Background: an optimization exercise with open tools, aiming at small area and a short achievable clock period. Do not read the settings as production practice. Where RTL was checked, it was by simulation tests only, not by an equivalence proof against the original. Function not checked in run 3: the RTL went through the layout flow alone. Power is estimated from default activity; no workload was simulated.

**flow/design.v**
```verilog
module counters_tmr(
input wire clk,
input wire rst,
input wire baz,
input wire blrb,
input wire bar,
input wire zz1pb,
input wire [31:0] turn,
output reg [31:0] cnt,
output reg cwm,
output wire expire
);
  reg armed;
  wire c_z0_1 = ~cnt[1] & ~cnt[0];
  wire c_z2_3 = ~cnt[3] & ~cnt[2];
  wire c_z4_5 = ~cnt[5] & ~cnt[4];
  wire c_z6_7 = ~cnt[7] & ~cnt[6];
  wire c_z8_9 = ~cnt[9] & ~cnt[8];
  wire c_z10_11 = ~cnt[11] & ~cnt[10];
  wire c_z12_13 = ~cnt[13] & ~cnt[12];
  wire c_z14_15 = ~cnt[15] & ~cnt[14];
  wire c_z16_17 = ~cnt[17] & ~cnt[16];
  wire c_z18_19 = ~cnt[19] & ~cnt[18];
  wire c_z20_21 = ~cnt[21] & ~cnt[20];
  wire c_z22_23 = ~cnt[23] & ~cnt[22];
  wire c_z24_25 = ~cnt[25] & ~cnt[24];
  wire c_z26_27 = ~cnt[27] & ~cnt[26];
  wire c_z28_29 = ~cnt[29] & ~cnt[28];
  wire c_z30_31 = ~cnt[31] & ~cnt[30];
  wire c_z0_2 = ~cnt[2] & c_z0_1;
  wire c_z0_3 = c_z2_3 & c_z0_1;
  wire c_z4_6 = ~cnt[6] & c_z4_5;
  wire c_z4_7 = c_z6_7 & c_z4_5;
  wire c_z8_10 = ~cnt[10] & c_z8_9;
  wire c_z8_11 = c_z10_11 & c_z8_9;
  wire c_z12_14 = ~cnt[14] & c_z12_13;
  wire c_z12_15 = c_z14_15 & c_z12_13;
  wire c_z16_18 = ~cnt[18] & c_z16_17;
  wire c_z16_19 = c_z18_19 & c_z16_17;
  wire c_z20_22 = ~cnt[22] & c_z20_21;
  wire c_z20_23 = c_z22_23 & c_z20_21;
  wire c_z24_26 = ~cnt[26] & c_z24_25;
  wire c_z24_27 = c_z26_27 & c_z24_25;
  wire c_z28_30 = ~cnt[30] & c_z28_29;
  wire c_z28_31 = c_z30_31 & c_z28_29;
  wire c_z0_4 = ~cnt[4] & c_z0_3;
  wire c_z0_5 = c_z4_5 & c_z0_3;
  wire c_z0_6 = c_z4_6 & c_z0_3;
  wire c_z0_7 = c_z4_7 & c_z0_3;
  wire c_z8_12 = ~cnt[12] & c_z8_11;
  wire c_z8_13 = c_z12_13 & c_z8_11;
  wire c_z8_14 = c_z12_14 & c_z8_11;
  wire c_z8_15 = c_z12_15 & c_z8_11;
  wire c_z16_20 = ~cnt[20] & c_z16_19;
  wire c_z16_21 = c_z20_21 & c_z16_19;
  wire c_z16_22 = c_z20_22 & c_z16_19;
  wire c_z16_23 = c_z20_23 & c_z16_19;
  wire c_z24_28 = ~cnt[28] & c_z24_27;
  wire c_z24_29 = c_z28_29 & c_z24_27;
  wire c_z24_30 = c_z28_30 & c_z24_27;
  wire c_z24_31 = c_z28_31 & c_z24_27;
  wire c_z0_8 = ~cnt[8] & c_z0_7;
  wire c_z0_9 = c_z8_9 & c_z0_7;
  wire c_z0_10 = c_z8_10 & c_z0_7;
  wire c_z0_11 = c_z8_11 & c_z0_7;
  wire c_z0_12 = c_z8_12 & c_z0_7;
  wire c_z0_13 = c_z8_13 & c_z0_7;
  wire c_z0_14 = c_z8_14 & c_z0_7;
  wire c_z0_15 = c_z8_15 & c_z0_7;
  wire c_z16_24 = ~cnt[24] & c_z16_23;
  wire c_z16_25 = c_z24_25 & c_z16_23;
  wire c_z16_26 = c_z24_26 & c_z16_23;
  wire c_z16_27 = c_z24_27 & c_z16_23;
  wire c_z16_28 = c_z24_28 & c_z16_23;
  wire c_z16_29 = c_z24_29 & c_z16_23;
  wire c_z16_30 = c_z24_30 & c_z16_23;
  wire c_z16_31 = c_z24_31 & c_z16_23;
  wire c_z0_16 = ~cnt[16] & c_z0_15;
  wire c_z0_17 = c_z16_17 & c_z0_15;
  wire c_z0_18 = c_z16_18 & c_z0_15;
  wire c_z0_19 = c_z16_19 & c_z0_15;
  wire c_z0_20 = c_z16_20 & c_z0_15;
  wire c_z0_21 = c_z16_21 & c_z0_15;
  wire c_z0_22 = c_z16_22 & c_z0_15;
  wire c_z0_23 = c_z16_23 & c_z0_15;
  wire c_z0_24 = c_z16_24 & c_z0_15;
  wire c_z0_25 = c_z16_25 & c_z0_15;
  wire c_z0_26 = c_z16_26 & c_z0_15;
  wire c_z0_27 = c_z16_27 & c_z0_15;
  wire c_z0_28 = c_z16_28 & c_z0_15;
  wire c_z0_29 = c_z16_29 & c_z0_15;
  wire c_z0_30 = c_z16_30 & c_z0_15;
  wire c_z0_31 = c_z16_31 & c_z0_15;
  wire [31:0] c_b;
  assign c_b[0] = 1'b1;
  assign c_b[1] = ~cnt[0];
  assign c_b[2] = c_z0_1;
  assign c_b[3] = c_z0_2;
  assign c_b[4] = c_z0_3;
  assign c_b[5] = c_z0_4;
  assign c_b[6] = c_z0_5;
  assign c_b[7] = c_z0_6;
  assign c_b[8] = c_z0_7;
  assign c_b[9] = c_z0_8;
  assign c_b[10] = c_z0_9;
  assign c_b[11] = c_z0_10;
  assign c_b[12] = c_z0_11;
  assign c_b[13] = c_z0_12;
  assign c_b[14] = c_z0_13;
  assign c_b[15] = c_z0_14;
  assign c_b[16] = c_z0_15;
  assign c_b[17] = c_z0_16;
  assign c_b[18] = c_z0_17;
  assign c_b[19] = c_z0_18;
  assign c_b[20] = c_z0_19;
  assign c_b[21] = c_z0_20;
  assign c_b[22] = c_z0_21;
  assign c_b[23] = c_z0_22;
  assign c_b[24] = c_z0_23;
  assign c_b[25] = c_z0_24;
  assign c_b[26] = c_z0_25;
  assign c_b[27] = c_z0_26;
  assign c_b[28] = c_z0_27;
  assign c_b[29] = c_z0_28;
  assign c_b[30] = c_z0_29;
  assign c_b[31] = c_z0_30;
  wire c_up0 = ~cnt[1] & c_z2_3 & c_z4_7 & c_z8_15 & c_z16_31;
  wire c_zero = c_b[31] & ~cnt[31];
  wire is_one = c_up0 & cnt[0];
  wire turn_nz = |turn;
  wire run = armed & blrb;
  wire at_zero = c_zero;
  wire load = baz | (run & bar & at_zero);
  wire dec = run & (bar | ~cwm);
  wire shot = ~baz & run & ~bar & ~cwm & is_one;
  assign expire = (~baz & run & bar & at_zero) | shot;
  always @(posedge clk, posedge rst) begin
    if (rst) begin
      cnt <= 32'd0;
      cwm <= 1'b0;
      armed <= 1'b0;
    end else begin
      cnt <= load ? turn : cnt ^ ({32{dec}} & c_b);
      if (baz) armed <= turn_nz;
      else if (shot) armed <= 1'b0;
      if (~zz1pb) cwm <= 1'b0;
      else if (expire) cwm <= 1'b1;
    end
  end
endmodule
module counters(
input wire sysclk,
input wire foo_card,
input wire wfoo0_baz,
input wire wfoo0_blrb,
input wire wfoo0_zz1pb,
input wire [31:0] wfoo0_turn,
input wire debct_baz,
input wire debct_blrb,
input wire debct_zz1pb,
input wire debct_bar,
input wire [31:0] debct_turn,
input wire Z0_bar,
input wire Z0_baz,
input wire Z0_blrb,
input wire Z0_zz1pb,
input wire [31:0] Z0_turn,
input wire Y1_bar,
input wire Y1_baz,
input wire Y1_blrb,
input wire Y1_zz1pb,
input wire [31:0] Y1_turn,
input wire X2_bar,
input wire X2_baz,
input wire X2_blrb,
input wire X2_zz1pb,
input wire [31:0] X2_turn,
input wire W3_bar,
input wire W3_baz,
input wire W3_blrb,
input wire W3_zz1pb,
input wire [31:0] W3_turn,
output wire Z0_cwm,
output wire [31:0] Z0,
output wire Y1_cwm,
output wire [31:0] Y1,
output wire X2_cwm,
output wire [31:0] X2,
output wire W3_cwm,
output wire [31:0] W3,
output reg wfoo0_cwm,
output wire [31:0] wfoo0_llwln,
output wire debct_cwm,
output reg debct_pull,
output wire [31:0] debct,
output wire wdfilecardA2P
);
  wire debct_exp, z0_exp, y1_exp, x2_exp, w3_exp;
  counters_tmr t_debct(.clk(sysclk), .rst(foo_card), .baz(debct_baz), .blrb(debct_blrb),
    .bar(debct_bar), .zz1pb(debct_zz1pb), .turn(debct_turn), .cnt(debct), .cwm(debct_cwm),
    .expire(debct_exp));
  counters_tmr t_Z0(.clk(sysclk), .rst(foo_card), .baz(Z0_baz), .blrb(Z0_blrb),
    .bar(Z0_bar), .zz1pb(Z0_zz1pb), .turn(Z0_turn), .cnt(Z0), .cwm(Z0_cwm),
    .expire(z0_exp));
  counters_tmr t_Y1(.clk(sysclk), .rst(foo_card), .baz(Y1_baz), .blrb(Y1_blrb),
    .bar(Y1_bar), .zz1pb(Y1_zz1pb), .turn(Y1_turn), .cnt(Y1), .cwm(Y1_cwm),
    .expire(y1_exp));
  counters_tmr t_X2(.clk(sysclk), .rst(foo_card), .baz(X2_baz), .blrb(X2_blrb),
    .bar(X2_bar), .zz1pb(X2_zz1pb), .turn(X2_turn), .cnt(X2), .cwm(X2_cwm),
    .expire(x2_exp));
  counters_tmr t_W3(.clk(sysclk), .rst(foo_card), .baz(W3_baz), .blrb(W3_blrb),
    .bar(W3_bar), .zz1pb(W3_zz1pb), .turn(W3_turn), .cnt(W3), .cwm(W3_cwm),
    .expire(w3_exp));
  reg [31:0] wd_cnt;
  reg wd_armed, wd_mark, wd_a2p;
  wire w_z0_1 = ~wd_cnt[1] & ~wd_cnt[0];
  wire w_z2_3 = ~wd_cnt[3] & ~wd_cnt[2];
  wire w_z4_5 = ~wd_cnt[5] & ~wd_cnt[4];
  wire w_z6_7 = ~wd_cnt[7] & ~wd_cnt[6];
  wire w_z8_9 = ~wd_cnt[9] & ~wd_cnt[8];
  wire w_z10_11 = ~wd_cnt[11] & ~wd_cnt[10];
  wire w_z12_13 = ~wd_cnt[13] & ~wd_cnt[12];
  wire w_z14_15 = ~wd_cnt[15] & ~wd_cnt[14];
  wire w_z16_17 = ~wd_cnt[17] & ~wd_cnt[16];
  wire w_z18_19 = ~wd_cnt[19] & ~wd_cnt[18];
  wire w_z20_21 = ~wd_cnt[21] & ~wd_cnt[20];
  wire w_z22_23 = ~wd_cnt[23] & ~wd_cnt[22];
  wire w_z24_25 = ~wd_cnt[25] & ~wd_cnt[24];
  wire w_z26_27 = ~wd_cnt[27] & ~wd_cnt[26];
  wire w_z28_29 = ~wd_cnt[29] & ~wd_cnt[28];
  wire w_z30_31 = ~wd_cnt[31] & ~wd_cnt[30];
  wire w_z0_2 = ~wd_cnt[2] & w_z0_1;
  wire w_z0_3 = w_z2_3 & w_z0_1;
  wire w_z4_6 = ~wd_cnt[6] & w_z4_5;
  wire w_z4_7 = w_z6_7 & w_z4_5;
  wire w_z8_10 = ~wd_cnt[10] & w_z8_9;
  wire w_z8_11 = w_z10_11 & w_z8_9;
  wire w_z12_14 = ~wd_cnt[14] & w_z12_13;
  wire w_z12_15 = w_z14_15 & w_z12_13;
  wire w_z16_18 = ~wd_cnt[18] & w_z16_17;
  wire w_z16_19 = w_z18_19 & w_z16_17;
  wire w_z20_22 = ~wd_cnt[22] & w_z20_21;
  wire w_z20_23 = w_z22_23 & w_z20_21;
  wire w_z24_26 = ~wd_cnt[26] & w_z24_25;
  wire w_z24_27 = w_z26_27 & w_z24_25;
  wire w_z28_30 = ~wd_cnt[30] & w_z28_29;
  wire w_z28_31 = w_z30_31 & w_z28_29;
  wire w_z0_4 = ~wd_cnt[4] & w_z0_3;
  wire w_z0_5 = w_z4_5 & w_z0_3;
  wire w_z0_6 = w_z4_6 & w_z0_3;
  wire w_z0_7 = w_z4_7 & w_z0_3;
  wire w_z8_12 = ~wd_cnt[12] & w_z8_11;
  wire w_z8_13 = w_z12_13 & w_z8_11;
  wire w_z8_14 = w_z12_14 & w_z8_11;
  wire w_z8_15 = w_z12_15 & w_z8_11;
  wire w_z16_20 = ~wd_cnt[20] & w_z16_19;
  wire w_z16_21 = w_z20_21 & w_z16_19;
  wire w_z16_22 = w_z20_22 & w_z16_19;
  wire w_z16_23 = w_z20_23 & w_z16_19;
  wire w_z24_28 = ~wd_cnt[28] & w_z24_27;
  wire w_z24_29 = w_z28_29 & w_z24_27;
  wire w_z24_30 = w_z28_30 & w_z24_27;
  wire w_z24_31 = w_z28_31 & w_z24_27;
  wire w_z0_8 = ~wd_cnt[8] & w_z0_7;
  wire w_z0_9 = w_z8_9 & w_z0_7;
  wire w_z0_10 = w_z8_10 & w_z0_7;
  wire w_z0_11 = w_z8_11 & w_z0_7;
  wire w_z0_12 = w_z8_12 & w_z0_7;
  wire w_z0_13 = w_z8_13 & w_z0_7;
  wire w_z0_14 = w_z8_14 & w_z0_7;
  wire w_z0_15 = w_z8_15 & w_z0_7;
  wire w_z16_24 = ~wd_cnt[24] & w_z16_23;
  wire w_z16_25 = w_z24_25 & w_z16_23;
  wire w_z16_26 = w_z24_26 & w_z16_23;
  wire w_z16_27 = w_z24_27 & w_z16_23;
  wire w_z16_28 = w_z24_28 & w_z16_23;
  wire w_z16_29 = w_z24_29 & w_z16_23;
  wire w_z16_30 = w_z24_30 & w_z16_23;
  wire w_z16_31 = w_z24_31 & w_z16_23;
  wire w_z0_16 = ~wd_cnt[16] & w_z0_15;
  wire w_z0_17 = w_z16_17 & w_z0_15;
  wire w_z0_18 = w_z16_18 & w_z0_15;
  wire w_z0_19 = w_z16_19 & w_z0_15;
  wire w_z0_20 = w_z16_20 & w_z0_15;
  wire w_z0_21 = w_z16_21 & w_z0_15;
  wire w_z0_22 = w_z16_22 & w_z0_15;
  wire w_z0_23 = w_z16_23 & w_z0_15;
  wire w_z0_24 = w_z16_24 & w_z0_15;
  wire w_z0_25 = w_z16_25 & w_z0_15;
  wire w_z0_26 = w_z16_26 & w_z0_15;
  wire w_z0_27 = w_z16_27 & w_z0_15;
  wire w_z0_28 = w_z16_28 & w_z0_15;
  wire w_z0_29 = w_z16_29 & w_z0_15;
  wire w_z0_30 = w_z16_30 & w_z0_15;
  wire w_z0_31 = w_z16_31 & w_z0_15;
  wire [31:0] w_b;
  assign w_b[0] = 1'b1;
  assign w_b[1] = ~wd_cnt[0];
  assign w_b[2] = w_z0_1;
  assign w_b[3] = w_z0_2;
  assign w_b[4] = w_z0_3;
  assign w_b[5] = w_z0_4;
  assign w_b[6] = w_z0_5;
  assign w_b[7] = w_z0_6;
  assign w_b[8] = w_z0_7;
  assign w_b[9] = w_z0_8;
  assign w_b[10] = w_z0_9;
  assign w_b[11] = w_z0_10;
  assign w_b[12] = w_z0_11;
  assign w_b[13] = w_z0_12;
  assign w_b[14] = w_z0_13;
  assign w_b[15] = w_z0_14;
  assign w_b[16] = w_z0_15;
  assign w_b[17] = w_z0_16;
  assign w_b[18] = w_z0_17;
  assign w_b[19] = w_z0_18;
  assign w_b[20] = w_z0_19;
  assign w_b[21] = w_z0_20;
  assign w_b[22] = w_z0_21;
  assign w_b[23] = w_z0_22;
  assign w_b[24] = w_z0_23;
  assign w_b[25] = w_z0_24;
  assign w_b[26] = w_z0_25;
  assign w_b[27] = w_z0_26;
  assign w_b[28] = w_z0_27;
  assign w_b[29] = w_z0_28;
  assign w_b[30] = w_z0_29;
  assign w_b[31] = w_z0_30;
  wire w_up0 = ~wd_cnt[1] & w_z2_3 & w_z4_7 & w_z8_15 & w_z16_31;
  wire w_zero = w_b[31] & ~wd_cnt[31];
  wire wd_turn_nz = |wfoo0_turn;
  wire wd_run = wd_armed & wfoo0_blrb;
  wire wd_at_zero = w_zero;
  wire wd_load = wfoo0_baz | (wd_run & wd_at_zero);
  wire wd_hit = ~wfoo0_baz & wd_run & wd_at_zero;
  assign wfoo0_llwln = wd_cnt;
  assign wdfilecardA2P = wd_a2p;
  always @(posedge sysclk, posedge foo_card) begin
    if (foo_card) begin
      wd_cnt <= 32'd0;
      wd_armed <= 1'b0;
      wd_mark <= 1'b0;
      wd_a2p <= 1'b0;
      wfoo0_cwm <= 1'b0;
      debct_pull <= 1'b0;
    end else begin
      debct_pull <= debct_exp;
      wd_a2p <= wd_hit & wd_mark;
      wd_cnt <= wd_load ? wfoo0_turn : wd_cnt ^ ({32{wd_run}} & w_b);
      if (wfoo0_baz) wd_armed <= ~wd_at_zero;
      else if (wd_hit & wd_mark) wd_armed <= 1'b0;
      if (wfoo0_baz) wd_mark <= 1'b0;
      else if (wd_hit) wd_mark <= 1'b1;
      if (~wfoo0_zz1pb) wfoo0_cwm <= 1'b0;
      else if (wd_hit & ~wd_mark) wfoo0_cwm <= 1'b1;
    end
  end
endmodule
```
**flow/flow/run.sh**
```bash
#!/bin/bash
# The standard layout (standard.sh), with these changes:
#  - port buffers use the smallest buffer cell (buf_1) instead of the default choice;
#  - if flow/dont_use.txt exists, it replaces the platform's don't-use list
#    (it repeats the platform's list and adds slow wide OR/NOR cells);
#  - if flow/abc.script exists, synthesis is synth_recipe.tcl unchanged except that
#    Yosys's abc call runs that ABC script (flow/synth.tcl);
#  - each line of flow/make_args.txt (if it exists) is passed to make as VAR=value.
set -uo pipefail
export BUFFER_PORTS_ARGS="-buffer_cell sky130_fd_sc_hd__buf_1"
args=()
if [[ -s flow/dont_use.txt ]]; then
  args+=("DONT_USE_CELLS=$(tr '\n' ' ' < flow/dont_use.txt)")
fi
if [[ -s flow/abc.script ]]; then
  export MY_ABC_SCRIPT="$PWD/flow/abc.script"
  args+=("SYNTH_SCRIPT=$PWD/flow/synth.tcl")
fi
if [[ -s flow/make_args.txt ]]; then
  while IFS= read -r line; do
    [[ -n "$line" ]] && args+=("$line")
  done < flow/make_args.txt
fi
printf '%s\n' "${args[@]}" > run_args.log
bash standard.sh "${args[@]}" finish > standard.log 2>&1
```
**flow/flow/abc.script**
```
&get -n
&st
&dch
&nf
&put
```
**flow/flow/dont_use.txt**
```
sky130_fd_sc_hd__probe_p_8
sky130_fd_sc_hd__probec_p_8
sky130_fd_sc_hd__lpflow_bleeder_1
sky130_fd_sc_hd__lpflow_clkbufkapwr_1
sky130_fd_sc_hd__lpflow_clkbufkapwr_16
sky130_fd_sc_hd__lpflow_clkbufkapwr_2
sky130_fd_sc_hd__lpflow_clkbufkapwr_4
sky130_fd_sc_hd__lpflow_clkbufkapwr_8
sky130_fd_sc_hd__lpflow_clkinvkapwr_1
sky130_fd_sc_hd__lpflow_clkinvkapwr_16
sky130_fd_sc_hd__lpflow_clkinvkapwr_2
sky130_fd_sc_hd__lpflow_clkinvkapwr_4
sky130_fd_sc_hd__lpflow_clkinvkapwr_8
sky130_fd_sc_hd__lpflow_decapkapwr_12
sky130_fd_sc_hd__lpflow_decapkapwr_3
sky130_fd_sc_hd__lpflow_decapkapwr_4
sky130_fd_sc_hd__lpflow_decapkapwr_6
sky130_fd_sc_hd__lpflow_decapkapwr_8
sky130_fd_sc_hd__lpflow_inputiso0n_1
sky130_fd_sc_hd__lpflow_inputiso0p_1
sky130_fd_sc_hd__lpflow_inputiso1n_1
sky130_fd_sc_hd__lpflow_inputiso1p_1
sky130_fd_sc_hd__lpflow_inputisolatch_1
sky130_fd_sc_hd__lpflow_isobufsrc_1
sky130_fd_sc_hd__lpflow_isobufsrc_16
sky130_fd_sc_hd__lpflow_isobufsrc_2
sky130_fd_sc_hd__lpflow_isobufsrc_4
sky130_fd_sc_hd__lpflow_isobufsrc_8
sky130_fd_sc_hd__lpflow_isobufsrckapwr_16
sky130_fd_sc_hd__lpflow_lsbuf_lh_hl_isowell_tap_1
sky130_fd_sc_hd__lpflow_lsbuf_lh_hl_isowell_tap_2
sky130_fd_sc_hd__lpflow_lsbuf_lh_hl_isowell_tap_4
sky130_fd_sc_hd__lpflow_lsbuf_lh_isowell_4
sky130_fd_sc_hd__lpflow_lsbuf_lh_isowell_tap_1
sky130_fd_sc_hd__lpflow_lsbuf_lh_isowell_tap_2
sky130_fd_sc_hd__lpflow_lsbuf_lh_isowell_tap_4
#
#
Define
fill
cells
sky130_fd_sc_hd__or4_1
sky130_fd_sc_hd__or4_2
sky130_fd_sc_hd__or4_4
sky130_fd_sc_hd__nor4_1
sky130_fd_sc_hd__nor4_2
sky130_fd_sc_hd__nor4_4
sky130_fd_sc_hd__or4b_1
sky130_fd_sc_hd__or4b_2
sky130_fd_sc_hd__or4b_4
sky130_fd_sc_hd__or4bb_1
sky130_fd_sc_hd__or4bb_2
sky130_fd_sc_hd__or4bb_4
sky130_fd_sc_hd__nor4b_1
sky130_fd_sc_hd__nor4b_2
sky130_fd_sc_hd__nor4b_4
sky130_fd_sc_hd__nor4bb_1
sky130_fd_sc_hd__nor4bb_2
sky130_fd_sc_hd__nor4bb_4
sky130_fd_sc_hd__or3_1
sky130_fd_sc_hd__or3_2
sky130_fd_sc_hd__or3_4
sky130_fd_sc_hd__nor3_1
sky130_fd_sc_hd__nor3_2
sky130_fd_sc_hd__nor3_4
sky130_fd_sc_hd__or3b_1
sky130_fd_sc_hd__or3b_2
sky130_fd_sc_hd__or3b_4
sky130_fd_sc_hd__nor3b_1
sky130_fd_sc_hd__nor3b_2
sky130_fd_sc_hd__nor3b_4
```
**flow/flow/make_args.txt**
```
CTS_ARGS=-sink_clustering_enable -repair_clock_nets -dont_use_dummy_load -sink_clustering_size 20 -sink_clustering_max_diameter 100 -buf_list {sky130_fd_sc_hd__clkbuf_8 sky130_fd_sc_hd__clkbuf_16}
```
**flow/flow/synth.tcl**
```tcl
proc synth {args} { yosys synth -nofsm -noshare {*}$args }
if { [info exists ::env(MY_ABC_SCRIPT)] } {
  proc abc {args} {
    set i [lsearch -exact $args -script]
    if { $i >= 0 } { set args [lreplace $args [expr {$i+1}] [expr {$i+1}] $::env(MY_ABC_SCRIPT)] }
    puts "abc override: $args"
    yosys abc {*}$args
  }
}
source $::env(SCRIPTS_DIR)/synth.tcl
# left out here: clear keep_hierarchy, flatten, clean up, hide names made inside functions, write 1_2_yosys.v
```
**flow/standard.sh**
```bash
#!/bin/bash
# synth_recipe.tcl (not shown) runs the flow's synth.tcl, then flattens the netlist and writes it again
# the make line also repeats each setting of config.mk as NAME=value (left out here)
make -C /OpenROAD-flow-scripts/flow DESIGN_CONFIG=/design/flow/config.mk WORK_HOME=/design/flow/orfs CLKGATE_MAP_FILE= SYNTH_SCRIPT=/design/flow/synth_recipe.tcl "${@:-finish}"
```
**flow/config.mk**
```make
export PLATFORM = sky130hd
export DESIGN_NAME = counters
export DESIGN_NICKNAME = counters
export VERILOG_FILES = /design/flow/design.v
export SDC_FILE = /design/flow/constraint.sdc
export NUM_CORES = 4
export LEC_CHECK = 0
export CAP_MARGIN = 20
export CORE_MARGIN = 2
export CORE_UTILIZATION = 40
export SETUP_SLACK_MARGIN = 1.4
export SLEW_MARGIN = 20
```
**flow/constraint.sdc**
```tcl
create_clock -name core_clock -period 3.3 [get_ports {sysclk}]
set_input_delay 0.6600 -clock core_clock [delete_from_list [all_inputs] [get_ports {sysclk}]]
set_output_delay 0.6600 -clock core_clock [all_outputs]
set_load 0.01 [all_outputs]
```
==> results.json, run 1 <==
{
  "power.leakage_nw": 5.835,
  "fmax_ghz": 0.5227,
  "fp.dieH_um": 169.8,
  "core_sq_um": 26950,
  "dr.pass1.iters": 5,
  "fin_util_pct": 56.24,
  "mappedNetlistArea_sq_um": 11000,
  "setup_viol": 0,
  "status": "no timing/DRC/antenna violations",
  "ys_ff_latch": 207,
  "drive_gt1_share_pct": 14.78,
  "synth-main-ff-cell": "dfrtp_1",
  "total_power_mw": 6.090,
  "cap_violations": 0,
  "crit_family": "compound AO/OA/AOI/OAI gates",
  "routedWlPerCell_um": 18.57,
  "cp_slowest_stage_delay_ns": 0.42,
  "grt_max_degree": 98,
  "period_needed_ns": 1.913,
  "rows": 60,
  "ir_drop_mv": 0.3286,
  "worst_setup_path_end_kind": "flop",
  "drc": 0,
  "overflow": 0,
  "yosys_warnings": 2,
  "dieArea_sq_um": 28850,
  "yosysTopAreaCell": "dfrtp_1",
  "critPathRequiredTime_ns": 3.68,
  "fin_tns_setup_ns": 0,
  "cts_buffer_depth": 3,
  "gp_congestion": 0.8928,
  "cts_buffers": 14,
  "crit_chain": "nor2_2 -> and4_4 -> nand3_4 -> o41ai_4 -> buf_6 -> buf_12 -> a21oi_2 -> a21o_1",
  "cts_tree": "built",
  "synth_fp_nets": 1498,
  "setup_ws_ns": 1.387,
  "h-tree-depth": 1,
  "powerDensity_nw_per_um2": 401.8,
  "worstPathBufferInverterCount": 2,
  "numClockSinks": 207,
  "grt_pass1_vias": 11210,
  "critPathArrivalTime_ns": 2.29,
  "drtIter0Drc": 845,
  "ys_types": 33,
  "worstSetupPathType": "flop to flop",
  "finalCritPeriodShare_pct": 57.98,
  "final_nets": 2045,
  "clk_pin_slew_ns": 0.09,
  "hold_violations": 0,
  "port_buffers": 416,
  "synth_edf_count": 0,
  "synth_area_leaders": "dfrtp_1 47%, nor2_1 11%, xor2_1 5.9%, a21oi_1 4.3%, o21ai_0 4.0%",
  "maxSlewHeadroom_pct": 52.34,
  "startpoint_type": "flop",
  "grtUsageTotal_pct": 25.79,
  "start_util_pct": 40.82,
  "io-pin-count": 417,
  "crit_path_max_fanout": 6,
  "hpwl_mm": 28.04,
  "worst_slew_pin_slew_ns": 0.7149,
  "synth_top_area_share_pct": 47.08,
  "avgViaCountPerCell": 5.511,
  "root_buffer": "clkbuf_16",
  "ant_nets": 0,
  "worstSkewPairLatency_ns": 0.48,
  "area_growth_pct": 37.78,
  "antenna_found_initial": 3,
  "synth_cells": 1275,
  "vias": 11920,
  "yosysSeqAreaShare_pct": 47.08,
  "die_w_um": 169.8,
  "slowest_stage": "dfrtp_1",
  "maxSlewViolCount": 0,
  "worstHoldPathType": "input port to async pin",
  "rsz0062_at_grt": "yes",
  "avgSynthCellArea_sq_um": 8.629,
  "place_ws_ns": 0.6680,
  "drt-total-wl_mm": 40.16,
  "grt_pass1_wl_mm": 59.70,
  "async_flop_share_pct": 100.0,
  "fin_skew_ns": 0.04039
}
cell usage after synthesis, drive strengths merged, types with 9 or more instances:
library cell and instances:
a21boi 11, a21oi 94, a31oi 56, and2 10, and3 18, and4 29
clkinv 17, dfrtp 207, nand2 113, nand3 37, nand3b 12, nand4 43
nand4b 13, nor2 330, nor2b 19, o21ai 87, o31ai 11, or2 9
xnor2 34, xor2 74
routing by layer:
metal / GRT usage, % / up-vias / routed length [um]
li1: - / 5656 / -
met1: 32.17 / 5716 / 15910
met2: 43.99 / 474 / 19630
met3: 7.233 / 72 / 3496
met4: 6.986 / 2 / 1110
met5: 0 / - / 13
power by group:
part / switching, mW / total (mW) / internal [mW]
registers: 0.290 / 3.06 / 2.77
logic: 0.802 / 1.37 / 0.571
clock network: 0.897 / 1.66 / 0.761
area by class of cell:
type / instances / area (sq um)
Multi-Input combinational cell: 1065 / 6507
Clock buffer: 14 / 350.3
Antenna cell: 2 / 5.005
Fill cell: 2582 / 11790
Tap cell: 341 / 426.7
Inverter: 17 / 71.32
Sequential cell: 207 / 5205
Timing Repair Buffer: 517 / 2592
path summary, 6_finish.rpt:
path	slack [ns]	depth (start not counted)	startpoint	end
max	1.39	8	t_debct.cnt[9]	t_debct.cnt[5]
min	0.34	2	foo_card	t_W3.cnt[11]
max reg2reg	1.39	8	t_debct.cnt[9]	t_debct.cnt[5]
min reg2reg	0.50	1	wd_armed	wd_armed
max in group asynchronous	2.15	3	foo_card	t_X2.cnt[4]
min in group core_clock	0.37	2	W3_zz1pb	t_W3.cwm
metrics by stage:
| step | area [sq um] | hold slack [ns] | std cells |
|---|---|---|---|
| global route | 15150 | 0.3607 | 2161 |
| detailed placement | 13320 | 0.4776 | 2048 |
| CTS | 14280 | 0.3441 | 2102 |
| global placement | 13320 | 0.4727 | 2048 |
| finish | 15160 | 0.3407 | 2163 |
| floorplan | 11190 | 0.4583 | 1275 |
repair_timing:
| item | 4_1_cts | 5_1_grt |
|---|---|---|
| pin swaps | 15 | 31 |
| gates cloned | 8 | 11 |
| endpoints found under the setup margin | 192 | 166 |
| setup buffers | 32 | 48 |
| resized for setup | 79 | 101 |
| hold buffers | 0 | 0 |
placed cells by master, fill, tap and decap left out, types with 7 or more instances in the layout:
cell type  synthesis  layout
a21oi_1           94      92
nand4_1           43      43
nand4b_1          13      13
xnor2_1           34      34
buf_1              0     407
buf_12             0      10
mux2_4             0       7
nand2_1          113     113
dfrtp_1          207     187
and4_4             0      20
nand2b_1           8       8
buf_6              0      11
nand3b_1          12      12
clkbuf_16          0      18
o21ai_0           87      80
o31ai_1           11      11
clkinv_1          17      16
buf_4              0      77
or2_0              9       9
a21boi_0          11      10
nor2_1           330     281
dfrtp_2            0      20
a31oi_1           56      54
nor2b_1           19      12
and3_1            18       9
and4_1            29       7
nand3_1           37      35
xor2_1            74      74
and3_4             0       9
and4b_1            7       7
nor2_2             0      34
nor2_4             0      15
state kept, by name, indices dropped and copies added, names as in the netlist, 32 cells and up:
register and count:
t_debct.cnt 32, t_Y1.cnt 32, t_W3.cnt 32, wd_cnt 32
t_Z0.cnt 32, t_X2.cnt 32
cells by family after synthesis:
family,share of synthesized area [%]
and+or+nand+nor,27.76
AOI/OAI and AO/OA,14.58
DFF,47.08
xor gates and xnor gates,8.598
buffers and inverters,0.5800
muxes,0.7165
adders and majority gates,0.6823
==> run 2, diff against run 1 <==
==> flow/flow/abc.script (replaced) <==
&get -n
&st
&dch
&nf
&put
buffer -c
topo
stime -c
upsize -c
dnsize -c
==> run 2 against run 1 <==
Fmax fell by 1.7%. Non-clock buffer count rose by 31. Hold slack got worse by 0.029 ns. Clock skew fell by 0.022 ns. Still clean on timing, DRC and antenna. Critical path type unchanged.
==> results.json, run 2 <==
{
  "r2r_setup_slack_ns": 1.35,
  "overflow": 0,
  "start_util_pct": 40.84,
  "hold_violations": 0,
  "dr.pass1.iters": 5,
  "maxSlewHeadroom_pct": 36.11,
  "fmax_ghz": 0.5136,
  "period_needed_ns": 1.947,
  "grtUsageTotal_pct": 24.79,
  "worstHoldPathType": "input port to async pin",
  "synth_cells": 1329,
  "cts_hold_buf": 0,
  "critPathArrivalTime_ns": 2.35,
  "synthAdderAreaFrac_pct": 0.6599,
  "grt_max_degree": 76,
  "maxSlewViolCount": 0,
  "yosysTopAreaCell": "dfrtp_1",
  "cts_buffers": 14,
  "cts_tree": "built",
  "final_nets": 2072,
  "place_ws_ns": 0.6603,
  "power.internal_mw": 4.191,
  "setup_viol": 0,
  "final_cell_area_sq_um": 16270,
  "ys_types": 49,
  "mappedNetlistArea_sq_um": 11380,
  "drive_gt1_share_pct": 21.60,
  "placed_cell_area_sq_um": 13360,
  "worstSetupPathType": "flop to flop",
  "drc": 0,
  "grt_pass1_vias": 11270,
  "cap_violations": 0,
  "startpoint_type": "flop",
  "finalCritPeriodShare_pct": 59.00,
  "rsz0062_at_grt": "yes",
  "yosysSeqAreaShare_pct": 45.53,
  "synth-main-ff-cell": "dfrtp_1",
  "synth_mux_area_share_pct": 0.6929,
  "synth_top_area_share_pct": 45.53,
  "synth_area_leaders": "dfrtp_1 46%, nor2_1 11%, xor2_1 5.7%, a21oi_1 4.0%, nand2_1 3.7%",
  "routedWlPerCell_um": 18.44,
  "pwr-share-clk_pct": 26.6,
  "synth_edf_count": 0,
  "crit_path_max_fanout": 6,
  "hpwl_mm": 27.74,
  "synth_commonest_cells": "329 x nor2_1, 207 x dfrtp_1, 113 x nand2_1, 90 x a21oi_1, 84 x o21ai_0",
  "powerDensity_nw_per_um2": 383.5,
  "switching_share_pct": 32.85,
  "clk_pin_slew_ns": 0.09,
  "setup_ws_ns": 1.353,
  "fp.dieH_um": 172.6,
  "synth-compound-area-share_pct": 14.83,
  "drt-total-wl_mm": 41.08,
  "vias": 12170,
  "area_growth_pct": 43.05,
  "grt_pass1_wl_mm": 60.73,
  "holdWs_ns": 0.3120,
  "cts_buffer_depth": 3,
  "avgViaCountPerCell": 5.463,
  "status": "no timing/DRC/antenna violations",
  "synth-xor-area-share_pct": 8.315,
  "numClockSinks": 207,
  "ys_ff_latch": 207,
  "critPathRequiredTime_ns": 3.70,
  "fin_cells": 2227,
  "worst_slew_pin_slew_ns": 0.9584,
  "die_w_um": 172.6,
  "root_buffer": "clkbuf_16",
  "synth_fp_nets": 1552,
  "core_sq_um": 27860,
  "final_common_cell": "buf_1",
  "ant_nets": 0,
  "dieArea_sq_um": 29800,
  "yosysMostFrequentCell": "nor2_1",
  "gp_congestion": 0.8893,
  "p_comb_share_pct": 24.6,
  "final_cell_mix": "413 x buf_1, 236 x nor2_1, 181 x dfrtp_1",
  "avgSynthCellArea_sq_um": 8.560,
  "yosys_warnings": 2,
  "worst_setup_path_end_kind": "flop",
  "synthSimpleGateAreaFrac_pct": 26.98,
  "synth_top_family_by_area": "simple AND/OR/NAND/NOR gates",
  "io-pin-count": 417,
  "power.leakage_nw": 6.170,
  "async_flop_share_pct": 100.0,
  "dpl.cell_count": 2085,
  "worstSkewPairLatency_ns": 0.48,
  "antenna_found_initial": 2,
  "ir_drop_mv": 0.2743,
  "drtIter0Drc": 750,
  "h-tree-depth": 1,
  "p_sw_mw": 2.050,
  "port_buffers": 416,
  "fin_skew_ns": 0.01814,
  "rows": 61,
  "p_seq_share_pct": 48.9
}
[run 2: changes by cell type after synthesis, sizes merged]
| cell | change |
|---|---|
| buf | +39 |
| clkbuf | +15 |
| clkinv | -17 |
| inv | +17 |
[run 2: final timing paths]
check                      cells after the start      startpoint        endpoint
min reg2reg                                    1       wfoo0_cwm       wfoo0_cwm
max in group asynchronous                      3        foo_card     t_W3.cnt[0]
min                                            3        foo_card    t_X2.cnt[10]
max reg2reg                                    9  t_debct.cnt[8]  t_debct.cnt[6]
min in group core_clock                        3  wfoo0_turn[25]      wd_cnt[25]
max                                            9  t_debct.cnt[8]  t_debct.cnt[6]
[run 2: timing repair]
item / in CTS / in global routing
gates resized for setup: 87 / 262
gates cloned: 11 / 21
pin swaps: 14 / 52
buffers inserted: 28 / 66
setup endpoints to repair: 199 / 185
endpoints found under the hold margin: 0 / 0
[run 2: routing by layer]
layer | share of wire (%) | global-route usage [%] | vias up
met2 | 47 | 40.04 | 482
met5 | 0 | 0 | -
met1 | 43 | 33.77 | 5898
met3 | 6.7 | 4.529 | 81
met4 | 3.3 | 7.977 | 0
li1 | - | - | 5704
[run 2: cells by family (layout without fill, tap and decap cells)]
group	after synthesis	count (layout)
XOR/XNOR	108	108
AO/OA/AOI/OAI	281	291
multiplexers	7	7
other	0	2
AND/OR/NAND/NOR	649	649
buffers and inverters	71	579
flip-flops	207	207
adder cells (fa/ha/maj)	6	6
[run 2: critical path, cell delays in order, from the launching register on]
cell     delay (ns)
dfrtp_2        0.47
nor2_4         0.15
and4_4         0.27
nand3_4        0.08
o41ai_4        0.32
buf_6          0.19
buf_6          0.13
buf_16         0.12
nand2_2        0.05
o21ai_1        0.08
[run 2: per-stage QoR]
stage | TNS, ns | power [mW] | utilization, %
2_1_floorplan | -9.573 | 3.691 | -
3_3_place_gp | 0 | 4.199 | 47.94
3_5_place_dp | 0 | 4.216 | 47.94
4_1_cts | 0 | 6.008 | 51.82
5_1_grt | 0 | 6.568 | 58.41
6_report | 0 | 6.241 | 58.41
[run 2: power by group through the flow]
| stage | logic (mW) | clock network (mW) | registers (mW) |
|---|---|---|---|
| floorplan | 0.561 | 0 | 3.13 |
| global placement | 1.14 | 0 | 3.06 |
| detailed placement | 1.15 | 0 | 3.07 |
| CTS | 1.27 | 1.71 | 3.02 |
| global route | 1.68 | 1.81 | 3.09 |
| finish | 1.54 | 1.66 | 3.05 |
[run 2: cell type report]
class                           instances  area, sq um
Fill cell                            2558        11580
Inverter                               17        67.56
Tap cell                              378        473.0
Clock buffer                           14        350.3
Timing Repair Buffer                  548         3129
Sequential cell                       207         5213
Antenna cell                            2        5.005
Multi-Input combinational cell       1061         7036
==> run 3, diff against run 2 <==
--- a/flow/design.v
+++ b/flow/design.v
@@ -129,7 +129,8 @@
   wire is_one = c_up0 & cnt[0];
   wire turn_nz = |turn;
   wire run = armed & blrb;
-  wire at_zero = c_zero;
+  reg nz;
+  wire at_zero = ~nz;
   wire load = baz | (run & bar & at_zero);
   wire dec = run & (bar | ~cwm);
   wire shot = ~baz & run & ~bar & ~cwm & is_one;
@@ -137,10 +138,12 @@
   always @(posedge clk, posedge rst) begin
     if (rst) begin
       cnt <= 32'd0;
+      nz <= 1'b0;
       cwm <= 1'b0;
       armed <= 1'b0;
     end else begin
       cnt <= load ? turn : cnt ^ ({32{dec}} & c_b);
+      nz <= load ? turn_nz : dec ? ~is_one : nz;
       if (baz) armed <= turn_nz;
       else if (shot) armed <= 1'b0;
       if (~zz1pb) cwm <= 1'b0;
@@ -330,7 +333,9 @@
   wire w_zero = w_b[31] & ~wd_cnt[31];
   wire wd_turn_nz = |wfoo0_turn;
   wire wd_run = wd_armed & wfoo0_blrb;
-  wire wd_at_zero = w_zero;
+  reg wd_nz;
+  wire wd_at_zero = ~wd_nz;
+  wire wd_is_one = w_up0 & wd_cnt[0];
   wire wd_load = wfoo0_baz | (wd_run & wd_at_zero);
   wire wd_hit = ~wfoo0_baz & wd_run & wd_at_zero;
   assign wfoo0_llwln = wd_cnt;
@@ -338,6 +343,7 @@
   always @(posedge sysclk, posedge foo_card) begin
     if (foo_card) begin
       wd_cnt <= 32'd0;
+      wd_nz <= 1'b0;
       wd_armed <= 1'b0;
       wd_mark <= 1'b0;
       wd_a2p <= 1'b0;
@@ -347,6 +353,7 @@
       debct_pull <= debct_exp;
       wd_a2p <= wd_hit & wd_mark;
       wd_cnt <= wd_load ? wfoo0_turn : wd_cnt ^ ({32{wd_run}} & w_b);
+      wd_nz <= wd_load ? wd_turn_nz : wd_run ? ~wd_is_one : wd_nz;
       if (wfoo0_baz) wd_armed <= ~wd_at_zero;
       else if (wd_hit & wd_mark) wd_armed <= 1'b0;
       if (wfoo0_baz) wd_mark <= 1'b0;
--- a/flow/flow/run.sh
+++ b/flow/flow/run.sh
@@ -5,6 +5,7 @@
 #    (it repeats the platform's list and adds slow wide OR/NOR cells);
 #  - if flow/abc.script exists, synthesis is synth_recipe.tcl unchanged except that
 #    Yosys's abc call runs that ABC script (flow/synth.tcl);
+#  - if flow/post_gpl.tcl exists, it runs after global placement (sizes output port buffers);
 #  - each line of flow/make_args.txt (if it exists) is passed to make as VAR=value.
 set -uo pipefail
 export BUFFER_PORTS_ARGS="-buffer_cell sky130_fd_sc_hd__buf_1"
@@ -16,6 +17,9 @@
   export MY_ABC_SCRIPT="$PWD/flow/abc.script"
   args+=("SYNTH_SCRIPT=$PWD/flow/synth.tcl")
 fi
+if [[ -s flow/post_gpl.tcl ]]; then
+  export POST_GLOBAL_PLACE_TCL="$PWD/flow/post_gpl.tcl"
+fi
 if [[ -s flow/make_args.txt ]]; then
   while IFS= read -r line; do
     [[ -n "$line" ]] && args+=("$line")
==> flow/flow/abc.script (replaced) <==
&get -n
&st
&dch
&nf -p
&put
buffer -c
topo
stime -c
upsize -c
dnsize -c
==> run 3 against run 2 <==
Sequential cell count increased by 6. Area after synthesis rose by 2.4%. Clock-buffer cell count unchanged. Utilization down 9.2 points. Combinational power fell by 19%. Critical path type is now flop to primary output. Register-to-register slack improved by 0.13 ns. Clock power about the same.
==> results.json, run 3 <==
{
  "drive_gt1_share_pct": 6.986,
  "met2_usage_pct": 37.88,
  "worstHoldPathType": "input port to async pin",
  "ir_drop_mv": 0.2718,
  "setup_viol": 0,
  "power.leakage_nw": 5.545,
  "finalCritPeriodShare_pct": 55.38,
  "cts_tree": "built",
  "met3_usage_pct": 3.329,
  "worst_setup_path_end_kind": "primary output",
  "fp.dieH_um": 174.7,
  "grt_pass1_wl_mm": 56.64,
  "dieArea_sq_um": 30500,
  "crit_path_max_fanout": 6,
  "die_w_um": 174.7,
  "use_met1_pct": 31.05,
  "yosysTopAreaCell": "dfrtp_1",
  "start_util_pct": 40.58,
  "grtUsageTotal_pct": 22.60,
  "synth_fp_nets": 1603,
  "worstPathBufferInverterCount": 1,
  "worstSetupPathType": "flop to primary output",
  "synth_top_area_share_pct": 45.76,
  "synth-main-ff-cell": "dfrtp_1",
  "maxSlewViolCount": 0,
  "cts_hold_buf": 0,
  "h-tree-depth": 1,
  "area_growth_pct": 21.33,
  "final_cell_mix": "416 x buf_1, 330 x nor2_1, 210 x dfrtp_1",
  "powerDensity_nw_per_um2": 430.1,
  "r2r_setup_slack_ns": 1.48,
  "critPathArrivalTime_ns": 1.17,
  "hold_violations": 0,
  "ys_types": 54,
  "dpl.cell_count": 2137,
  "grt_pass1_vias": 10530,
  "dr.pass1.iters": 5,
  "rows": 62,
  "cap_violations": 0,
  "drtIter0Drc": 743,
  "yosys_warnings": 2,
  "busiest_layer": "met2",
  "synth_cells": 1380,
  "cts_buffer_depth": 3,
  "synth_area_leaders": "dfrtp_1 46%, nor2_1 11%, o21ai_0 4.9%, xor2_1 4.7%, nand2_1 4.3%",
  "slowest_stage": "dfrtp_1",
  "mappedNetlistArea_sq_um": 11650,
  "rsz0062_at_grt": "yes",
  "clk_pin_slew_ns": 0.09,
  "critPathRequiredTime_ns": 2.64,
  "crit_family": "flip-flops",
  "final_common_cell": "buf_1",
  "drt-total-wl_mm": 36.23,
  "vias": 11370,
  "drc": 0,
  "yosysMostFrequentCell": "nor2_1",
  "ys_ff_latch": 213,
  "synth_edf_count": 0,
  "avgSynthCellArea_sq_um": 8.441,
  "core_sq_um": 28700,
  "final_nets": 2000,
  "synth_commonest_cells": "344 x nor2_1, 213 x dfrtp_1, 133 x nand2_1, 114 x o21ai_0, 79 x a31oi_1",
  "ant_nets": 0,
  "cts_buffers": 14,
  "holdWs_ns": 0.3692,
  "fin_skew_ns": 0.01950,
  "io-pin-count": 417,
  "fin_cells": 2160,
  "startpoint_type": "flop",
  "cp_slowest_stage_delay_ns": 0.47,
  "numClockSinks": 213,
  "total_power_mw": 6.078,
  "overflow": 0,
  "period_needed_ns": 1.828,
  "worst_slew_pin_slew_ns": 0.9536,
  "root_buffer": "clkbuf_16",
  "async_flop_share_pct": 100.0,
  "grt_max_degree": 56,
  "crit_chain": "buf_1",
  "maxSlewHeadroom_pct": 36.29,
  "fmax_ghz": 0.5472,
  "worstSkewPairLatency_ns": 0.48,
  "status": "no timing/DRC/antenna violations",
  "hpwl_mm": 27.84,
  "yosysSeqAreaShare_pct": 45.76,
  "antenna_found_initial": 1,
  "port_buffers": 416,
  "routedWlPerCell_um": 16.77,
  "avgViaCountPerCell": 5.264
}
-- run 3: cell types whose count changed in the layout (fill, tap and decap cells not counted), sizes merged, moves of 14 or more --
cell / before / now
a21oi: 94 / 50
a31oi: 58 / 79
buf: 534 / 437
clkbuf: 28 / 14
nand2: 113 / 135
nor2: 330 / 357
o21ai: 87 / 134
-- run 3: path summary, 6_finish.rpt --
| kind | cells after the start | end | from |
|---|---|---|---|
| max | 1 | wfoo0_llwln[8] | wd_cnt[8] |
| min | 2 | t_W3.cnt[18] | foo_card |
| max reg2reg | 6 | t_W3.cnt[31] | t_W3.cnt[8] |
| min reg2reg | 1 | wfoo0_cwm | wfoo0_cwm |
| max in group asynchronous | 3 | wd_cnt[5] | foo_card |
| min in group core_clock | 2 | wfoo0_cwm | wfoo0_zz1pb |
-- run 3: area by class of cell --
| class | count | area (sq um) |
|---|---|---|
| well taps | 384 | 480.5 |
| clock buffers | 14 | 350.3 |
| repair buffers | 437 | 1782 |
| flip-flops and latches | 213 | 5334 |
| diodes | 1 | 2.502 |
| inverters | 11 | 45.04 |
| multi-input cells | 1100 | 6140 |
| fillers | 2910 | 14570 |
-- run 3: cells by family after synthesis --
group | after synthesis | synth area share, %
and+or+nand+nor | 695 | 28.60
xor gates and xnor gates | 95 | 7.143
buffers and inverters | 69 | 2.932
muxes | 2 | 0.2148
adders and majority gates | 6 | 0.6445
AOI/OAI and AO/OA | 300 | 14.70
DFF | 213 | 45.76
-- run 3: what timing repair did --
action	4_1_cts	5_1_grt
buffers inserted	0	6
gates cloned	0	2
hold endpoints to repair	0	0
setup endpoints to repair	39	83
resized for setup	9	48
pin swaps	0	4
-- run 3: worst reg2reg max path, delay by kind of cell, from the launching register on --
kind	cells	cell delay (ns)
XOR/XNOR	1	0.14
multiplexers	1	0.25
AND/OR/NAND/NOR	4	0.84
flip-flops	1	0.47
-- run 3: power by group --
group / internal, mW / switching (mW)
clock network: 0.762 / 0.909
logic: 0.479 / 0.766
registers: 2.86 / 0.301
-- run 3: stage by stage --
| step | setup WS [ns] | instance area (sq um) | setup TNS [ns] | utilization [%] |
|---|---|---|---|---|
| after floorplan | -0.1302 | 11650 | -27.73 | - |
| after global placement | 1.021 | 13580 | 0 | 47.33 |
| after detailed placement | 0.9791 | 13580 | 0 | 47.33 |
| after CTS | 1.411 | 13950 | 0 | 48.59 |
| after global routing | 1.388 | 14130 | 0 | 49.24 |
| final | 1.473 | 14130 | 0 | 49.24 |
-- run 3: per-layer routing --
metal	share of wire, %	wire, um
met1	44	15920
met5	0	0
met3	5.7	2053
met2	48	17540
met4	2.0	719
==> run 4, diff against run 3 <==
--- a/flow/design.v
+++ b/flow/design.v
@@ -333,9 +333,7 @@
   wire w_zero = w_b[31] & ~wd_cnt[31];
   wire wd_turn_nz = |wfoo0_turn;
   wire wd_run = wd_armed & wfoo0_blrb;
-  reg wd_nz;
-  wire wd_at_zero = ~wd_nz;
-  wire wd_is_one = w_up0 & wd_cnt[0];
+  wire wd_at_zero = w_zero;
   wire wd_load = wfoo0_baz | (wd_run & wd_at_zero);
   wire wd_hit = ~wfoo0_baz & wd_run & wd_at_zero;
   assign wfoo0_llwln = wd_cnt;
@@ -343,7 +341,6 @@
   always @(posedge sysclk, posedge foo_card) begin
     if (foo_card) begin
       wd_cnt <= 32'd0;
-      wd_nz <= 1'b0;
       wd_armed <= 1'b0;
       wd_mark <= 1'b0;
       wd_a2p <= 1'b0;
@@ -353,7 +350,6 @@
       debct_pull <= debct_exp;
       wd_a2p <= wd_hit & wd_mark;
       wd_cnt <= wd_load ? wfoo0_turn : wd_cnt ^ ({32{wd_run}} & w_b);
-      wd_nz <= wd_load ? wd_turn_nz : wd_run ? ~wd_is_one : wd_nz;
       if (wfoo0_baz) wd_armed <= ~wd_at_zero;
       else if (wd_hit & wd_mark) wd_armed <= 1'b0;
       if (wfoo0_baz) wd_mark <= 1'b0;
--- a/flow/flow/dont_use.txt
+++ b/flow/flow/dont_use.txt
@@ -57,15 +57,3 @@
 sky130_fd_sc_hd__nor4bb_1
 sky130_fd_sc_hd__nor4bb_2
 sky130_fd_sc_hd__nor4bb_4
-sky130_fd_sc_hd__or3_1
-sky130_fd_sc_hd__or3_2
-sky130_fd_sc_hd__or3_4
-sky130_fd_sc_hd__nor3_1
-sky130_fd_sc_hd__nor3_2
-sky130_fd_sc_hd__nor3_4
-sky130_fd_sc_hd__or3b_1
-sky130_fd_sc_hd__or3b_2
-sky130_fd_sc_hd__or3b_4
-sky130_fd_sc_hd__nor3b_1
-sky130_fd_sc_hd__nor3b_2
-sky130_fd_sc_hd__nor3b_4
==> run 4 against run 3 <==
Combinational power up 9%. Routed wire length grew 7.1%. Clock skew grew 0.014 ns. Sequential share of layout area shrank 2.0 points. Critical endpoint is now wd_cnt[23]. Fmax fell by 9.0%. Largest power group unchanged. Cell count rose by 0.83%. Non-clock buffer count rose by 57. Die area decreased by 1.7%. Utilization rose by 4.0 points. Total power grew 1.8%. Sequential cell count decreased by 1.
==> results.json, run 4 <==
{
  "crit_start": "wd_cnt[16]",
  "synthSimpleGateAreaFrac_pct": 27.12,
  "r2r_start": "wd_cnt[16]",
  "final_cell_area_sq_um": 14900,
  "yosysMostFrequentCell": "nor2_1",
  "cap_violations": 0,
  "grt_max_degree": 64,
  "routedWlPerCell_um": 17.82,
  "worst_setup_path_end_kind": "flop",
  "start_util_pct": 40.85,
  "final_nets": 2023,
  "synth_mux_area_share_pct": 0.08748,
  "ant_nets": 0,
  "port_buffers": 416,
  "holdWs_ns": 0.2981,
  "io-pin-count": 417,
  "dieArea_sq_um": 29970,
  "critPathArrivalTime_ns": 2.36,
  "powerDensity_nw_per_um2": 415.1,
  "drc": 0,
  "overflow": 0,
  "vias": 11700,
  "crit_path_max_fanout": 8,
  "area_growth_pct": 30.22,
  "worstHoldPathType": "input port to async pin",
  "grt_pass1_wl_mm": 60.16,
  "dr.pass1.iters": 5,
  "cts_buffer_depth": 3,
  "hpwl_mm": 28.95,
  "placed_cell_area_sq_um": 13540,
  "numClockSinks": 212,
  "fmax_ghz": 0.4982,
  "synth-xor-area-share_pct": 7.884,
  "synth_cells": 1336,
  "worstSetupPathType": "flop to flop",
  "worst_slew_pin_slew_ns": 0.7558,
  "synthAdderAreaFrac_pct": 0.6561,
  "cts_tree": "built",
  "critPathRequiredTime_ns": 3.66,
  "finalCritPeriodShare_pct": 60.82,
  "status": "no timing/DRC/antenna violations",
  "yosysSeqAreaShare_pct": 46.36,
  "synth_top_area_share_pct": 46.36,
  "worstSkewPairLatency_ns": 0.48,
  "final_common_cell": "buf_1",
  "hold_violations": 0,
  "synth_commonest_cells": "254 x nor2_1, 212 x dfrtp_1, 162 x o21ai_0, 146 x nand2_1, 66 x xor2_1",
  "total_power_mw": 6.185,
  "power.leakage_nw": 5.755,
  "grt_pass1_vias": 11140,
  "rsz0062_at_grt": "yes",
  "drive_gt1_share_pct": 12.85,
  "final_cell_mix": "410 x buf_1, 230 x nor2_1, 196 x dfrtp_1",
  "fin_cells": 2178,
  "fin_util_pct": 53.20,
  "root_buffer": "clkbuf_16",
  "ys_ff_latch": 212,
  "maxSlewHeadroom_pct": 49.51,
  "dpl.cell_count": 2102,
  "antenna_found_initial": 6,
  "maxSlewViolCount": 0,
  "period_needed_ns": 2.007,
  "fin_skew_ns": 0.03353,
  "fin_tns_setup_ns": 0,
  "synth-compound-area-share_pct": 15.62,
  "async_flop_share_pct": 100.0,
  "setup_viol": 0,
  "die_w_um": 173.1,
  "fp.dieH_um": 173.1,
  "synth_top_family_by_area": "simple AND/OR/NAND/NOR gates",
  "clk_pin_slew_ns": 0.09,
  "synth-main-ff-cell": "dfrtp_1",
  "setup_ws_ns": 1.293,
  "ir_drop_mv": 0.2748,
  "synth_area_leaders": "dfrtp_1 46%, nor2_1 8.3%, o21ai_0 7.1%, xor2_1 5.1%, nand2_1 4.8%",
  "ys_types": 55,
  "yosys_warnings": 2,
  "avgViaCountPerCell": 5.372,
  "grtUsageTotal_pct": 24.63,
  "drtIter0Drc": 794,
  "yosysTopAreaCell": "dfrtp_1",
  "synth_fp_nets": 1559,
  "h-tree-depth": 1,
  "cts_hold_buf": 0,
  "drt-total-wl_mm": 38.81,
  "startpoint_type": "flop",
  "core_sq_um": 28010,
  "mappedNetlistArea_sq_um": 11440,
  "cts_buffers": 14,
  "synth_edf_count": 0,
  "place_ws_ns": 0.7057,
  "avgSynthCellArea_sq_um": 8.565,
  "rows": 61
}
-- run 4: cell count changes after synthesis, sizes merged, moves of 11 or more --
cell | before | now
nand2 | 135 | 147
a31oi | 79 | 51
clkbuf | 27 | 40
or3 | 0 | 19
nor2 | 357 | 255
a21oi | 50 | 39
buf | 31 | 7
nor3 | 0 | 47
o21ai | 134 | 164
nand4 | 41 | 26
and3 | 25 | 7
-- run 4: power breakdown --
part	leakage (nW)	internal [mW]	switching, mW
Combinational	3.10	0.539	0.822
Sequential	2.48	2.85	0.323
Clock	0.173	0.761	0.886
Total	5.75	4.15	2.03
-- run 4: critical path: stages, from the launching register on --
cell	delay, ns
dfrtp_1	0.43
nor2_1	0.22
and4_2	0.35
nand4b_4	0.14
o31ai_4	0.24
buf_6	0.18
buf_12	0.12
buf_16	0.12
o21ai_1	0.08
-- run 4: logic make-up after synthesis --
| kind of cell | after synthesis |
|---|---|
| AO/OA/AOI/OAI | 308 |
| XOR/XNOR | 103 |
| adder cells (fa/ha/maj) | 6 |
| buffers and inverters | 59 |
| flip-flops | 212 |
| multiplexers | 1 |
| AND/OR/NAND/NOR | 647 |
-- run 4: final cells by class --
type | instances | area [sq um]
Fill cell | 2714 | 13110
Multi-Input combinational cell | 1066 | 6361
Sequential cell | 212 | 5325
Timing Repair Buffer | 494 | 2337
Tap cell | 378 | 473.0
Clock buffer | 14 | 350.3
Inverter | 12 | 48.80
Antenna cell | 2 | 5.005
-- run 4: worst paths after layout --
path	slack (ns)	to	depth (start not counted)
max	1.29	wd_cnt[23]	8
min	0.30	debct_pull	2
max reg2reg	1.29	wd_cnt[23]	8
min reg2reg	0.51	wfoo0_cwm	1
max in group asynchronous	2.02	t_Y1.cnt[8]	4
min in group core_clock	0.38	wd_cnt[5]	2
-- run 4: layer usage --
layer  wire [um]  vias to the layer above  track usage, %
met1       16120                     5562           31.39
met3        3170                       65           6.640
met4        1174                       10           7.910
met2       18240                      448           40.60
met5         109                        -           1.282
li1            -                     5615               -
-- run 4: timing repair --
| action | in CTS | in global routing |
|---|---|---|
| setup buffers | 33 | 22 |
| pin swaps | 17 | 21 |
| cloned | 4 | 1 |
| resized for setup | 61 | 84 |
| setup endpoints to repair | 110 | 122 |
==> run 5, diff against run 4 <==
--- a/flow/flow/dont_use.txt
+++ b/flow/flow/dont_use.txt
@@ -57,3 +57,15 @@
 sky130_fd_sc_hd__nor4bb_1
 sky130_fd_sc_hd__nor4bb_2
 sky130_fd_sc_hd__nor4bb_4
+sky130_fd_sc_hd__or3_1
+sky130_fd_sc_hd__or3_2
+sky130_fd_sc_hd__or3_4
+sky130_fd_sc_hd__nor3_1
+sky130_fd_sc_hd__nor3_2
+sky130_fd_sc_hd__nor3_4
+sky130_fd_sc_hd__or3b_1
+sky130_fd_sc_hd__or3b_2
+sky130_fd_sc_hd__or3b_4
+sky130_fd_sc_hd__nor3b_1
+sky130_fd_sc_hd__nor3b_2
+sky130_fd_sc_hd__nor3b_4
==> flow/flow/make_args.txt (replaced) <==
CTS_ARGS=-sink_clustering_enable -repair_clock_nets -dont_use_dummy_load -sink_clustering_size 16 -sink_clustering_max_diameter 80 -buf_list {sky130_fd_sc_hd__clkbuf_8 sky130_fd_sc_hd__clkbuf_16}
==> run 5 against run 4 <==
Still clean on timing, DRC and antenna. Clock skew fell by 0.0093 ns. Sequential power is 1% lower. Critical path depth shrank 7. Clock power is 12% higher. Die area barely moved. First-iteration DRC count down 7.7%. Register-to-register slack better by 0.19 ns. Non-clock buffer count fell by 62. Routed wire length is 8.5% lower. Hold slack better by 0.025 ns. Largest cell class unchanged.
==> results.json, run 5 <==
{
  "synth_area_leaders": "dfrtp_1 46%, nor2_1 10%, o21ai_0 6.3%, nand2_1 5.5%, xor2_1 4.9%",
  "maxSlewViolCount": 0,
  "antenna_found_initial": 2,
  "async_flop_share_pct": 100.0,
  "crit_family": "flip-flops",
  "vias": 11280,
  "fin_util_pct": 49.91,
  "worstSetupPathType": "flop to primary output",
  "drc": 0,
  "multi_input_area_sq_um": 5977,
  "start_util_pct": 40.85,
  "final_nets": 1974,
  "dr.pass1.iters": 5,
  "synth-main-ff-cell": "dfrtp_1",
  "rows": 61,
  "power.leakage_nw": 5.467,
  "seqCellArea_sq_um": 5309,
  "finalCritPeriodShare_pct": 56.93,
  "worst_setup_path_end_kind": "primary output",
  "ys_types": 47,
  "dieArea_sq_um": 29970,
  "crit_path_max_fanout": 4,
  "period_needed_ns": 1.879,
  "avgViaCountPerCell": 5.295,
  "cts_buffer_depth": 3,
  "synth_edf_count": 0,
  "worstHoldPathType": "input port to async pin",
  "root_buffer": "clkbuf_16",
  "crit_start": "t_debct.cnt[16]",
  "grt_pass1_wl_mm": 56.72,
  "fp.dieH_um": 173.1,
  "startpoint_type": "flop",
  "die_w_um": 173.1,
  "final_common_cell": "buf_1",
  "worstSkewPairLatency_ns": 0.49,
  "worst_slew_pin_slew_ns": 0.7307,
  "hpwl_mm": 27.00,
  "critPathRequiredTime_ns": 2.64,
  "nFillCells": 2884,
  "r2r_start": "wd_cnt[2]",
  "routedWlPerCell_um": 16.67,
  "io-pin-count": 417,
  "setup_viol": 0,
  "dpl.cell_count": 2105,
  "cp_slowest_stage_delay_ns": 0.45,
  "fmax_ghz": 0.5323,
  "area_growth_pct": 22.19,
  "cap_violations": 0,
  "yosysSeqAreaShare_pct": 46.37,
  "cts_hold_buf": 0,
  "crit_chain": "buf_1",
  "yosysTopAreaCell": "dfrtp_1",
  "port_buffers": 416,
  "cts_tree": "built",
  "cts_buffers": 17,
  "core_sq_um": 28010,
  "maxSlewHeadroom_pct": 51.29,
  "synth_fp_nets": 1575,
  "grt_max_degree": 133,
  "synth_cells": 1352,
  "synth_top_area_share_pct": 46.37,
  "fin_skew_ns": 0.02421,
  "critPathArrivalTime_ns": 1.22,
  "drtIter0Drc": 733,
  "overflow": 0,
  "avgSynthCellArea_sq_um": 8.462,
  "grt_pass1_vias": 10930,
  "h-tree-depth": 1,
  "drt-total-wl_mm": 35.51,
  "yosysMostFrequentCell": "nor2_1",
  "numClockSinks": 212,
  "slowest_stage": "dfrtp_1",
  "drive_gt1_share_pct": 6.518,
  "synth_commonest_cells": "308 x nor2_1, 212 x dfrtp_1, 167 x nand2_1, 143 x o21ai_0, 70 x a31oi_1",
  "status": "no timing/DRC/antenna violations",
  "hold_violations": 0,
  "ant_nets": 0,
  "fin_cells": 2130,
  "fin_tns_setup_ns": 0,
  "clk_pin_slew_ns": 0.08,
  "final_cell_mix": "415 x buf_1, 288 x nor2_1, 209 x dfrtp_1",
  "yosys_warnings": 2,
  "powerDensity_nw_per_um2": 445.5,
  "rsz0062_at_grt": "yes",
  "ir_drop_mv": 0.3376,
  "ys_ff_latch": 212,
  "grtUsageTotal_pct": 22.92,
  "worstPathBufferInverterCount": 1,
  "mappedNetlistArea_sq_um": 11440
}
run 5: worst paths after layout:
path | slack, ns | to | cells after the start
setup / recovery | 1.42 | debct[16] | 1
hold / removal | 0.32 | t_Z0.cnt[13] | 3
setup reg to reg | 1.48 | wd_cnt[5] | 7
hold reg to reg | 0.49 | wfoo0_cwm | 1
max in group asynchronous | 2.34 | t_W3.cnt[8] | 3
min in group core_clock | 0.36 | t_W3.cwm | 2
run 5: cells by family (layout without fill, tap and decap cells):
| family | Yosys count | count (layout) | share of synthesized area (%) |
|---|---|---|---|
| other | 0 | 3 | 0 |
| AND/OR/NAND/NOR | 664 | 665 | 26.92 |
| flip-flops | 212 | 212 | 46.37 |
| XOR/XNOR | 97 | 97 | 7.426 |
| adder cells (fa/ha/maj) | 6 | 6 | 0.6562 |
| multiplexers | 1 | 1 | 0.08749 |
| AO/OA/AOI/OAI | 305 | 305 | 15.74 |
| buffers and inverters | 67 | 463 | 2.799 |
run 5: cell type report:
cell class                      instances  share of cell area, %
Multi-Input combinational cell       1074                  42.75
Timing Repair Buffer                  432                  12.39
Clock buffer                           17                  3.043
Tap cell                              378                  3.383
Inverter                               14                 0.4028
Sequential cell                       212                  37.98
Antenna cell                            3                0.05370
run 5: routing by layer:
metal | track usage [%] | routed length [um] | share of wire (%)
met5 | 0 | 0 | 0
met4 | 10.73 | 1691 | 4.8
met3 | 4.903 | 2214 | 6.2
met2 | 37.48 | 16520 | 47
met1 | 29.02 | 15090 | 42
run 5: report_power, final:
| group | internal [mW] | switching, mW | total (mW) |
|---|---|---|---|
| sequential | 2.85 | 0.286 | 3.14 |
| clock | 0.916 | 0.937 | 1.85 |
| combinational | 0.466 | 0.771 | 1.24 |
| total | 4.23 | 1.99 | 6.23 |
run 5: timing repair:
| action | in CTS | in global routing |
|---|---|---|
| gates cloned | 0 | 1 |
| buffers inserted | 1 | 3 |
| resized for setup | 16 | 55 |
| setup endpoints to repair | 73 | 119 |
| pin swaps | 1 | 5 |
run 5: through the flow:
step / area, sq um / hold WS (ns) / power, mW / worst slack [ns]
finish: 13980 / 0.3234 / 6.228 / 1.421
global route: 13980 / 0.3641 / 6.580 / 1.368
CTS: 13800 / 0.3362 / 6.275 / 1.385
detailed placement: 13340 / 0.4815 / 4.397 / 0.9240
global placement: 13340 / 0.4780 / 4.378 / 0.9738
floorplan: 11440 / 0.4980 / 3.843 / -0.1162

-- separate check: timing with driven ports --
No port has a modelled driver above. Below, the same layouts with a new extraction and two added sets of constraints. Step 1 (the two cells are an assumption about what drives the block):
set clk [get_ports {sysclk}]
set_driving_cell -lib_cell sky130_fd_sc_hd__clkbuf_16 $clk
set_driving_cell -lib_cell sky130_fd_sc_hd__buf_2 [delete_from_list [all_inputs] $clk]
Step 2 adds t to the input delays and takes it off the output delays; t is the mean of the earliest and latest rising clock arrival at the registers after step 1. Input paths then give back, and output paths get back, about the clock's delay inside the block. Slacks: ideal / step 1 / step 2; pairs: ideal / step 1.
run	shift t [ns]	setup slack, ns	hold slack, ns	worst data-port slew with drivers (ns)
run 1	0.512	1.387 / 1.372 / 1.037	0.341 / 0.312 / 0.501	0.11
run 2	0.516	1.353 / 1.353 / 1.004	0.312 / 0.305 / 0.502	0.09
run 3	0.522	1.472 / 1.424 / 1.127	0.369 / 0.347 / 0.503	0.09
run 4	0.517	1.293 / 1.293 / 0.957	0.298 / 0.270 / 0.513	0.10
run 5	0.528	1.421 / 1.370 / 1.154	0.323 / 0.318 / 0.491	0.08
After both steps setup and hold are still met in every run listed. The setup slack of run 1, which loses most, moves by -0.015 ns with the drivers and by -0.350 ns with both steps.
